This design comes from an exercise in tuning for small area and a short achievable clock period on the open sky130 flow, not from production work.
The RTL was checked by simulation tests, not by an equivalence proof against the original design.
Power and IR drop assume default switching activity.

// ex_unit
module ex_unit #(
    parameter WORD_SIZE = 32,
    NUM_REGS = 32,
    REG_SEL = $clog2(NUM_REGS),
    NUM_WORDS = 1024,
    ADDR_SIZE = $clog2(NUM_WORDS)
    )(
    input clk,
    input rst,
    input flush_idex,
    input stall_idex,
    input flush_exmem,
    input stall_exmem,
    input [ADDR_SIZE - 1 : 0] pc,
    input [WORD_SIZE - 1 : 0] immd,
    input [WORD_SIZE - 1 : 0] data1,
    input [WORD_SIZE - 1 : 0] data2,
    input [3:0] alu_op,
    input [REG_SEL - 1 : 0] rd,
    input [REG_SEL - 1 : 0] rs1,
    input [REG_SEL - 1 : 0] rs2,
    input mem_read,
    input mem_write,
    input mem_to_reg,
    input reg_write,
    input alu_src,
    input branch,
    input jump,
    input [1:0] data_size,
    input data_sign,
    input [WORD_SIZE - 1 : 0] wb_data,
    input [REG_SEL - 1 : 0] wb_rd,
    input wb_reg_write,
    output reg [ADDR_SIZE - 1 : 0] pc_mem,
    output reg [ADDR_SIZE - 1 : 0] branch_target_mem,
    output reg [WORD_SIZE - 1 : 0] alu_result_mem,
    output reg [REG_SEL - 1 : 0] rd_mem,
    output reg mem_read_mem,
    output reg mem_write_mem,
    output reg mem_to_reg_mem,
    output reg reg_write_mem,
    output reg alu_zero_mem,
    output reg branch_mem,
    output reg jump_mem,
    output reg [WORD_SIZE - 1 : 0] write_data_mem,
    output reg [1:0] data_size_mem,
    output reg data_sign_mem
    );
clock: 7.5 ns
lec_check: 0
abc_area: 1
cap_margin: 20
core_margin: 2
core_utilization: 40
setup_slack_margin: 3.0
slew_margin: 20
standard.sh (not shown) runs the stock make flow with config.mk's settings and CLKGATE_MAP_FILE= SYNTH_SCRIPT=/design/flow/synth_recipe.tcl, a recipe that flattens the netlist after the stock synthesis.
==> flow/flow/run.sh <==
#!/bin/bash
# Standard layout, with plain buf_1 cells (not delay buffers) as the port buffers.
set -euo pipefail
export BUFFER_PORTS_ARGS="-buffer_cell sky130_fd_sc_hd__buf_1"
bash standard.sh > standard_flow.log 2>&1
The starting point produced a clean layout.
Change:
--- a/flow/config.mk
+++ b/flow/config.mk
@@ -11,3 +11,3 @@
 export CORE_UTILIZATION = 40
-export SETUP_SLACK_MARGIN = 3.0
+export SETUP_SLACK_MARGIN = 2.0
 export SLEW_MARGIN = 20
=> Worst setup slack gets worse by 0.26 ns. Total power went down by 4.9%. Area after synthesis is unchanged. Die area is unchanged. Routed wire length fell by 3.7%. Combinational power drops by about 9%. Count of clock-buffer cells in the layout grows by 2. First-iteration DRC count fell by 9.3%.

---

Another version of the RTL of ex_unit (not shown whole).
Size: roughly 2200 cells after synthesis, roughly 240 flip-flops, ~280 I/O pins, ~17000 um2 of cells after synthesis.
==> flow/config.mk <==
export PLATFORM = sky130hd
export DESIGN_NAME = ex_unit
export DESIGN_NICKNAME = ex_unit
export VERILOG_FILES = /design/flow/design.v
export SDC_FILE = /design/flow/constraint.sdc
export NUM_CORES = 4
export LEC_CHECK = 0
export ABC_AREA = 1
export CAP_MARGIN = 20
export CORE_MARGIN = 2
export CORE_UTILIZATION = 40
export CTS_CLUSTER_DIAMETER = 120
export CTS_CLUSTER_SIZE = 20
export SETUP_SLACK_MARGIN = 2.8
export SLEW_MARGIN = 20
export TNS_END_PERCENT = 0
==> flow/constraint.sdc <==
create_clock -name core_clock -period 7.5 [get_ports {clk}]
set_input_delay 1.5000 -clock core_clock [delete_from_list [all_inputs] [get_ports {clk}]]
set_output_delay 1.5000 -clock core_clock [all_outputs]
set_load 0.01 [all_outputs]
Scripts as last shown in full above: flow/flow/run.sh
Next try:
- SETUP_SLACK_MARGIN: 2.8 -> 3.0
Global-route usage hardly moves; worst setup slack gets better by 0.051 ns; clock power barely changes; final cell count is higher by 1.0%; cell area is higher by about 5%; synthesized cell count does not change; die area is unchanged; via count is higher by about 2.3%; synthesized area stays the same.

---

ex_unit, a different RTL version from the one above (not shown whole).
Size: ~240 flip-flops.
export LEC_CHECK = 0
export ABC_AREA = 1
export CAP_MARGIN = 20
export CORE_MARGIN = 2
export CORE_UTILIZATION = 40
export SETUP_SLACK_MARGIN = 1.0
export SLEW_MARGIN = 20
create_clock -name core_clock -period 7.5 [get_ports {clk}]
Scripts as last shown in full above: flow/flow/run.sh
The first run ran to the end with no violations.
Edit:
Settings changed: CTS_CLUSTER_DIAMETER set to 120, CTS_CLUSTER_SIZE set to 20, SETUP_SLACK_MARGIN 1.0 to 3.0, TNS_END_PERCENT set to 0.
Count of clock-buffer cells in the layout went down by 12.
Sequential power hardly moves.
Core utilization grows by 3.5 points.
Routed wire length climbs by about 6%.
Sequential share of layout area went down by 2.4 points.
Edit:
Settings changed: SETUP_SLACK_MARGIN 3.0 to 2.0, TNS_END_PERCENT 0 to not set.
Effect: Die area does not change. Fmax drops by 11%. Wire length is lower by about 6%. Combinational power falls by 18%. Hold slack is better by 0.028 ns. Register-to-register slack got worse by 0.60 ns. Area after synthesis stays the same. Synthesized cell count does not change. Non-clock buffer count drops by 105.

separate check: timing with driven ports:
The results above use ideal ports. As a check the final layouts listed here were re-extracted and re-timed, cells and wires unchanged.
Step 1 (the two cells are an assumption about what drives the block):
set clk [get_ports {clk}]
set_driving_cell -lib_cell sky130_fd_sc_hd__clkbuf_16 $clk
set_driving_cell -lib_cell sky130_fd_sc_hd__buf_2 [delete_from_list [all_inputs] $clk]
Step 2 moves the port delays by t, midway between the first and last clock arrival at a register: inputs arrive t later, outputs are due t later. That takes back most of the time a late clock gives input paths.
a / b / c = ideal / step 1 / step 2; a / b = the first two.
run	t, ns	setup WS [ns]	worst slew at a driven data input, ns	pins driven straight from the clock port
the first run of note 1	0.607	2.484 / 2.487 / 1.881	0.07	1
the second run of note 1	0.625	2.219 / 2.250 / 1.625	0.08	1
the first run of note 2	0.582	2.930 / 2.955 / 2.374	0.08	1
the second run of note 2	0.583	2.981 / 2.983 / 2.400	0.10	1
the first run of note 3	0.617	1.835 / 1.835 / 1.496	0.08	1
the second run of note 3	0.589	2.903 / 2.899 / 2.310	0.07	1
the third run of note 3	0.585	2.335 / 2.360 / 1.784	0.07	1
After both steps every run listed still meets setup and hold. The setup slack of the first run of note 1, which loses most, moves by +0.003 ns with the drivers and by -0.603 ns with both steps.
